From an optimization exercise on the open Yosys and OpenROAD flow, aimed at small area and a short achievable clock period; shortcuts taken in it are not production practice.
Where RTL was checked, it was by simulation tests only, not by an equivalence proof against the original.

==> job 8228: inputs <==
// ConvEngine
module ConvEngine (
    input         clk,
    input         rst,
    input  [31:0] DMAport,
    input         acc_enable,
    input         acc_clear,
    output [31:0] result
);
export LEC_CHECK = 0
export ABC_CLOCK_PERIOD_IN_PS = 2500
export CAP_MARGIN = 20
export CORE_MARGIN = 2
export CORE_UTILIZATION = 40
export SETUP_SLACK_MARGIN = 4.5
export SLEW_MARGIN = 20
create_clock -name core_clock -period 10.0 [get_ports {clk}]
run.sh (not shown) runs the stock make flow with config.mk's settings and CLKGATE_MAP_FILE= SYNTH_SCRIPT=/design/flow/synth_recipe.tcl, a recipe that flattens the netlist after the stock synthesis.
==> job 5435 (differences from job 8228) <==
--- a/flow/design.v
+++ b/flow/design.v
@@ -34,45 +34,27 @@
       z <= 6'b111111;
       lr <= 3'b001;
       lrp <= 3'b001;
     end else begin
       lrp <= lr;
-      lr <= lrn;
       if (wr) begin
         case (sel)
-          3'd0: z[0] <= 1'b0;
-          3'd1: z[1] <= 1'b0;
-          3'd2: z[2] <= 1'b0;
-          3'd3: z[3] <= 1'b0;
-          3'd4: z[4] <= 1'b0;
-          3'd5: z[5] <= 1'b0;
+          3'd0: begin z[0] <= 1'b0; lr <= 3'b001; end
+          3'd1: begin z[1] <= 1'b0; lr <= 3'b010; end
+          3'd2: begin z[2] <= 1'b0; lr <= 3'b100; end
+          3'd3: begin z[3] <= 1'b0; lr <= 3'b001; end
+          3'd4: begin z[4] <= 1'b0; lr <= 3'b010; end
+          3'd5: begin z[5] <= 1'b0; lr <= 3'b100; end
           default: ;
         endcase
       end
     end
   end
-  wire       valid = wr & (sel < 3'd6);
-  wire [2:0] lrn = valid ? ((sel == 3'd0 || sel == 3'd3) ? 3'b001 :
-                            (sel == 3'd1 || sel == 3'd4) ? 3'b010 : 3'b100) : lr;
-  wire       wp = valid & (sel < 3'd3);      
-  wire       wk = valid & (sel >= 3'd3);     
-  wire [2:0] qp = {3{~wp}} & lrn & ~z[2:0];
-  wire [2:0] qk = {3{~wk}} & lrn & ~z[5:3];
-  wire [23:0] xp_n = ({24{wp}} & data) | ({24{qp[0]}} & R0) | ({24{qp[1]}} & R1) | ({24{qp[2]}} & R2);
-  wire [23:0] xk_n = ({24{wk}} & data) | ({24{qk[0]}} & R3) | ({24{qk[1]}} & R4) | ({24{qk[2]}} & R5);
-  reg  [23:0] XP, XK;
-  always @(posedge clk or posedge rst) begin
-    if (rst) begin
-      XP <= 24'd0;
-      XK <= 24'd0;
-    end else begin
-      XP <= xp_n;
-      XK <= xk_n;
-    end
-  end
-  wire [23:0] pix = XP;
-  wire [23:0] ker = XK;
+  wire [2:0] sp = lr & ~z[2:0];
+  wire [2:0] sk = lr & ~z[5:3];
+  wire [23:0] pix = ({24{sp[0]}} & R0) | ({24{sp[1]}} & R1) | ({24{sp[2]}} & R2);
+  wire [23:0] ker = ({24{sk[0]}} & R3) | ({24{sk[1]}} & R4) | ({24{sk[2]}} & R5);
   wire [2:0]  m  = ~(lr | lrp);           
   wire        g  = (lr != lrp);           
   wire [2:0]  zz = z[2:0] & z[5:3];       
   wire [2:0]  xs = {~m[0] & ~m[1], ~m[0] & m[1], m[0]};
   wire [2:0]  ys = {~g & m[2], ~g & ~m[2], 1'b0};
Settings changed: ABC_CLOCK_PERIOD_IN_PS 2500 to 6000, SETUP_SLACK_MARGIN 4.5 to 4.
==> job 2988 (differences from job 8228) <==
--- a/flow/design.v
+++ b/flow/design.v
@@ -34,45 +34,27 @@
       z <= 6'b111111;
       lr <= 3'b001;
       lrp <= 3'b001;
     end else begin
       lrp <= lr;
-      lr <= lrn;
       if (wr) begin
         case (sel)
-          3'd0: z[0] <= 1'b0;
-          3'd1: z[1] <= 1'b0;
-          3'd2: z[2] <= 1'b0;
-          3'd3: z[3] <= 1'b0;
-          3'd4: z[4] <= 1'b0;
-          3'd5: z[5] <= 1'b0;
+          3'd0: begin z[0] <= 1'b0; lr <= 3'b001; end
+          3'd1: begin z[1] <= 1'b0; lr <= 3'b010; end
+          3'd2: begin z[2] <= 1'b0; lr <= 3'b100; end
+          3'd3: begin z[3] <= 1'b0; lr <= 3'b001; end
+          3'd4: begin z[4] <= 1'b0; lr <= 3'b010; end
+          3'd5: begin z[5] <= 1'b0; lr <= 3'b100; end
           default: ;
         endcase
       end
     end
   end
-  wire       valid = wr & (sel < 3'd6);
-  wire [2:0] lrn = valid ? ((sel == 3'd0 || sel == 3'd3) ? 3'b001 :
-                            (sel == 3'd1 || sel == 3'd4) ? 3'b010 : 3'b100) : lr;
-  wire       wp = valid & (sel < 3'd3);      
-  wire       wk = valid & (sel >= 3'd3);     
-  wire [2:0] qp = {3{~wp}} & lrn & ~z[2:0];
-  wire [2:0] qk = {3{~wk}} & lrn & ~z[5:3];
-  wire [23:0] xp_n = ({24{wp}} & data) | ({24{qp[0]}} & R0) | ({24{qp[1]}} & R1) | ({24{qp[2]}} & R2);
-  wire [23:0] xk_n = ({24{wk}} & data) | ({24{qk[0]}} & R3) | ({24{qk[1]}} & R4) | ({24{qk[2]}} & R5);
-  reg  [23:0] XP, XK;
-  always @(posedge clk or posedge rst) begin
-    if (rst) begin
-      XP <= 24'd0;
-      XK <= 24'd0;
-    end else begin
-      XP <= xp_n;
-      XK <= xk_n;
-    end
-  end
-  wire [23:0] pix = XP;
-  wire [23:0] ker = XK;
+  wire [2:0] sp = lr & ~z[2:0];
+  wire [2:0] sk = lr & ~z[5:3];
+  wire [23:0] pix = ({24{sp[0]}} & R0) | ({24{sp[1]}} & R1) | ({24{sp[2]}} & R2);
+  wire [23:0] ker = ({24{sk[0]}} & R3) | ({24{sk[1]}} & R4) | ({24{sk[2]}} & R5);
   wire [2:0]  m  = ~(lr | lrp);           
   wire        g  = (lr != lrp);           
   wire [2:0]  zz = z[2:0] & z[5:3];       
   wire [2:0]  xs = {~m[0] & ~m[1], ~m[0] & m[1], m[0]};
   wire [2:0]  ys = {~g & m[2], ~g & ~m[2], 1'b0};
Settings changed: ABC_CLOCK_PERIOD_IN_PS 2500 to 4000, SETUP_SLACK_MARGIN 4.5 to 5.
==> summary of the runs <==
- Between job 8228 and job 5435, the lower wire length is in job 8228 (gap about 3%, measured against job 5435).
- Cell count: job 2988 > job 8228 > job 5435.
- Of job 8228 and job 5435, job 8228 has the higher sequential share of layout area (gap 2.7 points).
- Critical path depth: job 8228 is lower than job 5435 (3).
- Sequential cell count: job 8228 is higher than job 5435 (48).
- Utilization: job 8228 < job 5435 < job 2988.
Function was not checked in any run of this note: the RTL went through the layout flow alone.

---

==> inputs of run Z <==
ConvEngine, a different RTL version from the one above (not shown whole).
export LEC_CHECK = 0
export CAP_MARGIN = 20
export CORE_MARGIN = 2
export CORE_UTILIZATION = 40
export CTS_CLUSTER_DIAMETER = 80
export CTS_CLUSTER_SIZE = 25
export SETUP_SLACK_MARGIN = 5
export SLEW_MARGIN = 20
export SYNTH_HIERARCHICAL = 1
export SYNTH_MINIMUM_KEEP_SIZE = 0
create_clock -name core_clock -period 10.0 [get_ports {clk}]
standard.sh (not shown) runs the stock make flow with config.mk's settings and CLKGATE_MAP_FILE= SYNTH_SCRIPT=/design/flow/synth_recipe.tcl, a recipe that flattens the netlist after the stock synthesis.
==> flow/flow/run.sh <==
#!/bin/bash
# The standard layout, with two changes: plain buffers (not delay cells) on the ports, and, between
# synthesis and floorplan, flow/polarity.py removes the inverters that Yosys's full-adder
# extraction leaves between full adders (it flips full adders, which are self-dual, instead).
set -euo pipefail
PORTBUF="BUFFER_PORTS_ARGS=-buffer_cell sky130_fd_sc_hd__buf_2"
bash standard.sh "$PORTBUF" synth > flow_synth.log 2>&1
NET=orfs/results/sky130hd/ConvEngine/base/1_2_yosys.v
cp "$NET" 1_2_yosys_before_polarity.v
python3 flow/polarity.py "$NET" > flow_polarity.log 2>&1
sleep 1
touch "$NET"
bash standard.sh "$PORTBUF" finish > flow_make.log 2>&1
Other scripts of this flow, unchanged in this note and not shown: flow/flow/polarity.py
==> run R (differences from run Z) <==
Settings changed: CORE_UTILIZATION 40 to 55, CTS_CLUSTER_DIAMETER 80 to default, CTS_CLUSTER_SIZE 25 to default.
==> run X (differences from run Z) <==
--- a/flow/flow/run.sh
+++ b/flow/flow/run.sh
@@ -11,3 +11,3 @@
 sleep 1
 touch "$NET"
-bash standard.sh "$PORTBUF" finish > flow_make.log 2>&1
+bash standard.sh "$PORTBUF" SETUP_SLACK_MARGIN=5.2 finish > flow_make.log 2>&1
Settings changed: ABC_AREA from default to 1, TNS_END_PERCENT from default to 5.
==> run M (differences from run Z) <==
--- a/flow/flow/run.sh
+++ b/flow/flow/run.sh
@@ -11,3 +11,3 @@
 sleep 1
 touch "$NET"
-bash standard.sh "$PORTBUF" finish > flow_make.log 2>&1
+bash standard.sh "$PORTBUF" SETUP_SLACK_MARGIN=5.2 finish > flow_make.log 2>&1
Settings changed: CORE_UTILIZATION 40 to 45, TNS_END_PERCENT from default to 5.
==> run summary <==
- Global-route usage, highest first: run R, run M, run X, run Z.
- Against run X, the area after synthesis of run R is lower by about 5%.
- Sequential share of layout area, lowest first: run X, run R, run M, run Z.
- The lowest die area belongs to run R, the highest to run X.
- Final cell count: run R < run M < run Z < run X.
- In run R the register-to-register slack is lower than in run X, by 0.08 ns.
- Cell area: run X > run R > run M > run Z.
- Of run X and run Z, run Z has the higher hold slack (gap 0.0058 ns).
==> figures <==
	run X	run Z	run R	run M
Outcome	complete, no violations	complete, no violations	complete, no violations	complete, no violations
Signal buffers share of area	0.0204	0.0224	0.0263	0.0344
Pin count of the biggest net entering global routing	70	176	76	75
Fraction of final layout cells sized beyond drive strength 1	0.0830	0.122	0.149	0.175
Launching element of the worst setup path	bn[5]	acc_p[2]	acc_p[3]	acc_g[1]
Core Rows	84	82	69	77
Critical register-to-register path endpoint	acc_p[10]	acc_p[9]	acc_p[11]	acc_p[9]
Slowest cell on crit path	sky130_fd_sc_hd__fa_2	sky130_fd_sc_hd__dfrtp_1	sky130_fd_sc_hd__dfrtp_2	sky130_fd_sc_hd__dfrtp_1
Detail-routed via count per cell	5.01	5.25	5.76	5.36
Layout Cell Area excl Fill	0.0230 sq mm	0.0218 sq mm	0.0223 sq mm	0.0222 sq mm
Via count	15,000	12,600	12,800	12,600
Die area	0.0546 sq mm	0.0519 sq mm	0.0380 sq mm	0.0462 sq mm
TritonRoute pass-1 iters	5	6	8	7
Core area	0.0523 sq mm	0.0498 sq mm	0.0357 sq mm	0.0441 sq mm
Met1 global-route usage	0.264	0.241	0.362	0.271
Slowest stage delay, CP	0.66 ns	0.46 ns	0.45 ns	0.42 ns
Count of cell instances traversed by the critical path	11	10	11	10
Width of the die	234 um	228 um	195 um	215 um

---

==> inputs of job 7325 <==
ConvEngine, a different RTL version from the one above (not shown whole).
clock: 10.0 ns
lec_check: 0
abc_clock_period_in_ps: 2500
cap_margin: 20
core_margin: 2
core_utilization: 40
setup_slack_margin: 4.5
slew_margin: 20
run.sh (not shown) runs the stock make flow with config.mk's settings and CLKGATE_MAP_FILE= SYNTH_SCRIPT=/design/flow/synth_recipe.tcl, a recipe that flattens the netlist after the stock synthesis.
Stock flow here: none of the scripts above is used.
==> job 8016 (differences from job 7325) <==
--- a/flow/design.v
+++ b/flow/design.v
@@ -4,16 +4,17 @@
     input  [31:0] DMAport,
     input         acc_enable,
     input         acc_clear,
     output [31:0] result
 );
   reg  [23:0] R0, R1, R2, R3, R4, R5;
   reg  [5:0]  z;               
   reg  [2:0]  lr;              
+  reg  [17:0] P0, P1, P2;      
   reg  [31:0] acc_s, acc_c;    
   wire       wr  = DMAport[7];
   wire [2:0] sel = DMAport[2:0];
   wire [23:0] data = DMAport[31:8];
   wire       valid = wr & (sel < 3'd6);
   always @(posedge clk) begin
     if (wr) begin
       case (sel)
@@ -54,35 +55,50 @@
       for (gi = 0; gi < 4; gi = gi + 1) begin : dig
         assign bo_n[4 * gm + gi] = kx[2 * gi + 1] ^ kx[2 * gi];
         assign bt_n[4 * gm + gi] = (kx[2 * gi + 2] ^ kx[2 * gi + 1]) & ~(kx[2 * gi + 1] ^ kx[2 * gi]);
         assign bn_n[4 * gm + gi] = kx[2 * gi + 2];
       end
     end
   endgenerate
   wire [1:0] bc_n = xk_n[23] + xk_n[15] + xk_n[7];
+  wire [2:0] zzn = zn[2:0] & zn[5:3];
+  wire [2:0] xsn = {1'b0, lrn[0], ~lrn[0]};
+  wire [2:0] ysn = {~lrn[2], lrn[2], 1'b0};
   reg  [23:0] XP;
   reg  [11:0] bo, bt, bn;
   reg  [1:0]  bc;
+  reg  [2:0]  sx, sy;
+  reg         sxc, syc;
   always @(posedge clk or posedge rst) begin
     if (rst) begin
       XP <= 24'd0;
       bo <= 12'd0;
       bt <= 12'd0;
       bn <= 12'd0;
       bc <= 2'd0;
+      sx <= 3'd0;
+      sy <= 3'd0;
+      sxc <= 1'b1;
+      syc <= 1'b1;
     end else begin
       XP <= xp_n;
       bo <= bo_n;
       bt <= bt_n;
       bn <= bn_n;
       bc <= bc_n;
+      sx <= xsn & ~zzn;
+      sy <= ysn & ~zzn;
+      sxc <= |(xsn & zzn);
+      syc <= |(ysn & zzn);
     end
   end
   wire [23:0] pix = XP;
+  wire [17:0] X = ({18{sx[0]}} & P0) | ({18{sx[1]}} & P1) | ({18{sx[2]}} & P2) | {sxc, 17'd0};
+  wire [17:0] Y = ({18{sy[1]}} & P1) | ({18{sy[2]}} & P2) | {syc, 17'd0};
   wire [31:0] early;
   wire n1 = (((bo[0] & pix[16])) ^ bn[0]);
   wire n2 = (((bo[0] & pix[17]) | (bt[0] & pix[16])) ^ bn[0]);
   wire n3 = (((bo[0] & pix[18]) | (bt[0] & pix[17])) ^ bn[0]);
   wire n4 = (((bo[0] & pix[19]) | (bt[0] & pix[18])) ^ bn[0]);
   wire n5 = (((bo[0] & pix[20]) | (bt[0] & pix[19])) ^ bn[0]);
   wire n6 = (((bo[0] & pix[21]) | (bt[0] & pix[20])) ^ bn[0]);
   wire n7 = (((bo[0] & pix[22]) | (bt[0] & pix[21])) ^ bn[0]);
@@ -546,29 +562,20 @@
   wire n461 = n270 ^ n300 ^ early[15];
   wire n462 = (n270 & n300) | (n270 & early[15]) | (n300 & early[15]);
   wire n463 = 1'b1 ^ early[16];
   wire n464 = 1'b1 & early[16];
   wire [31:0] t2a = {early[31], early[30], early[29], early[28], early[27], early[26], early[25], early[24], early[23], early[22], early[21], early[20], early[19], early[18], n464, n462, n460, n458, n456, n454, n452, n450, n448, n446, n444, n442, n440, n438, n436, n434, n432, n431};
   wire [31:0] t2b = {1'b0, 1'b0, 1'b0, 1'b0, 1'b0, 1'b0, 1'b0, 1'b0, 1'b0, 1'b0, 1'b0, 1'b0, 1'b0, 1'b0, early[17], n463, n461, n459, n457, n455, n453, n451, n449, n447, n445, n443, n441, n439, n437, n435, n433, 1'b0};
   assign early = e_a + e_b;
   wire [17:0] dres = t1a[17:0] + t1b[17:0];
-  reg  [17:0] X, Y;
-  wire [2:0] lc = ~(lr | lrn);                      
-  wire       c_in_x = (lc[0] | (lc[1] & lrn[2]));   
-  wire [17:0] pc = c_in_x ? X : Y;
-  wire       a_low = (lr[0] | (lr[1] & lc[2]));     
-  always @(posedge clk or posedge rst) begin
-    if (rst) begin
-      X <= 18'h20000;
-      Y <= 18'h20000;
-    end else if (lrn != lr) begin
-      X <= a_low ? dres : pc;
-      Y <= a_low ? pc : dres;
-    end
+  always @(posedge clk) begin
+    if (lr[0]) P0 <= dres;
+    if (lr[1]) P1 <= dres;
+    if (lr[2]) P2 <= dres;
   end
   always @(posedge clk or posedge rst) begin
     if (rst) begin
       acc_s <= 32'd0;
       acc_c <= 32'd0;
     end else if (acc_clear) begin
       acc_s <= 32'd0;
       acc_c <= 32'd0;
==> impl_metrics.yaml <==
outcome:
  status: "no timing/DRC/antenna violations"
sta:
  fin_hold_ws_ns: 0.464
floorplanning:
  tapCellCount: 680
routing:
  dr.pass1.iters: 5
critical_path:
  r2r-end: "P1[15]"
the above is filed under job 8016

==> impl_metrics.yaml <==
outcome:
  status: "no timing/DRC/antenna violations"
critical_path:
  timing.critical_path.buf_inv: 2
  r2r-end: "Y[11]"
floorplanning:
  tapCellCount: 672
sta:
  fin_hold_ws_ns: 0.444
global_routing:
  use_met3_pct: 2.28
routing:
  dr.pass1.iters: 7
the above is filed under job 7325

No run of this note included a check of the RTL's function; only the layout flow was run.

==> separate check: timing with driven ports <==
How much do the figures lean on ideal ports? The routed layouts below were timed once more, with nothing changed but the port constraints.
Step 1, drivers: a clkbuf_16 drives clk and a buf_2 each remaining input, both assumed.
Step 2 moves the port delays by t, midway between the first and last clock arrival at a register: inputs arrive t later, outputs are due t later. That takes back most of the time a late clock gives input paths.
Slacks: no drivers / after step 1 / after step 2; pairs: no drivers / after step 1.
run	shift t [ns]	setup WS [ns]	worst setup path at the end	worst register clock-pin slew, ns
job 8228	0.613	4.589 / 4.590 / 3.977	input to register	0.06 / 0.06
job 5435	0.584	4.130 / 4.130 / 3.598	input to register	0.06 / 0.06
job 2988	0.599	4.368 / 4.368 / 3.793	input to register	0.07 / 0.07
run Z	0.589	5.157 / 5.102 / 4.862	input to register	0.10 / 0.10
run R	0.613	5.093 / 5.040 / 5.201	register to register	0.07 / 0.07
run X	0.601	5.276 / 5.276 / 5.107	input to register	0.10 / 0.10
run M	0.591	5.276 / 5.218 / 5.291	register to register	0.10 / 0.10
job 7325	0.611	4.662 / 4.602 / 4.643	input to register	0.06 / 0.06
job 8016	0.595	4.602 / 4.552 / 4.589	input to register	0.06 / 0.06
After both steps setup and hold are still met in every run listed. For job 8228, which loses most, drivers alone change the setup slack by +0.001 ns; drivers and shift together by -0.612 ns.
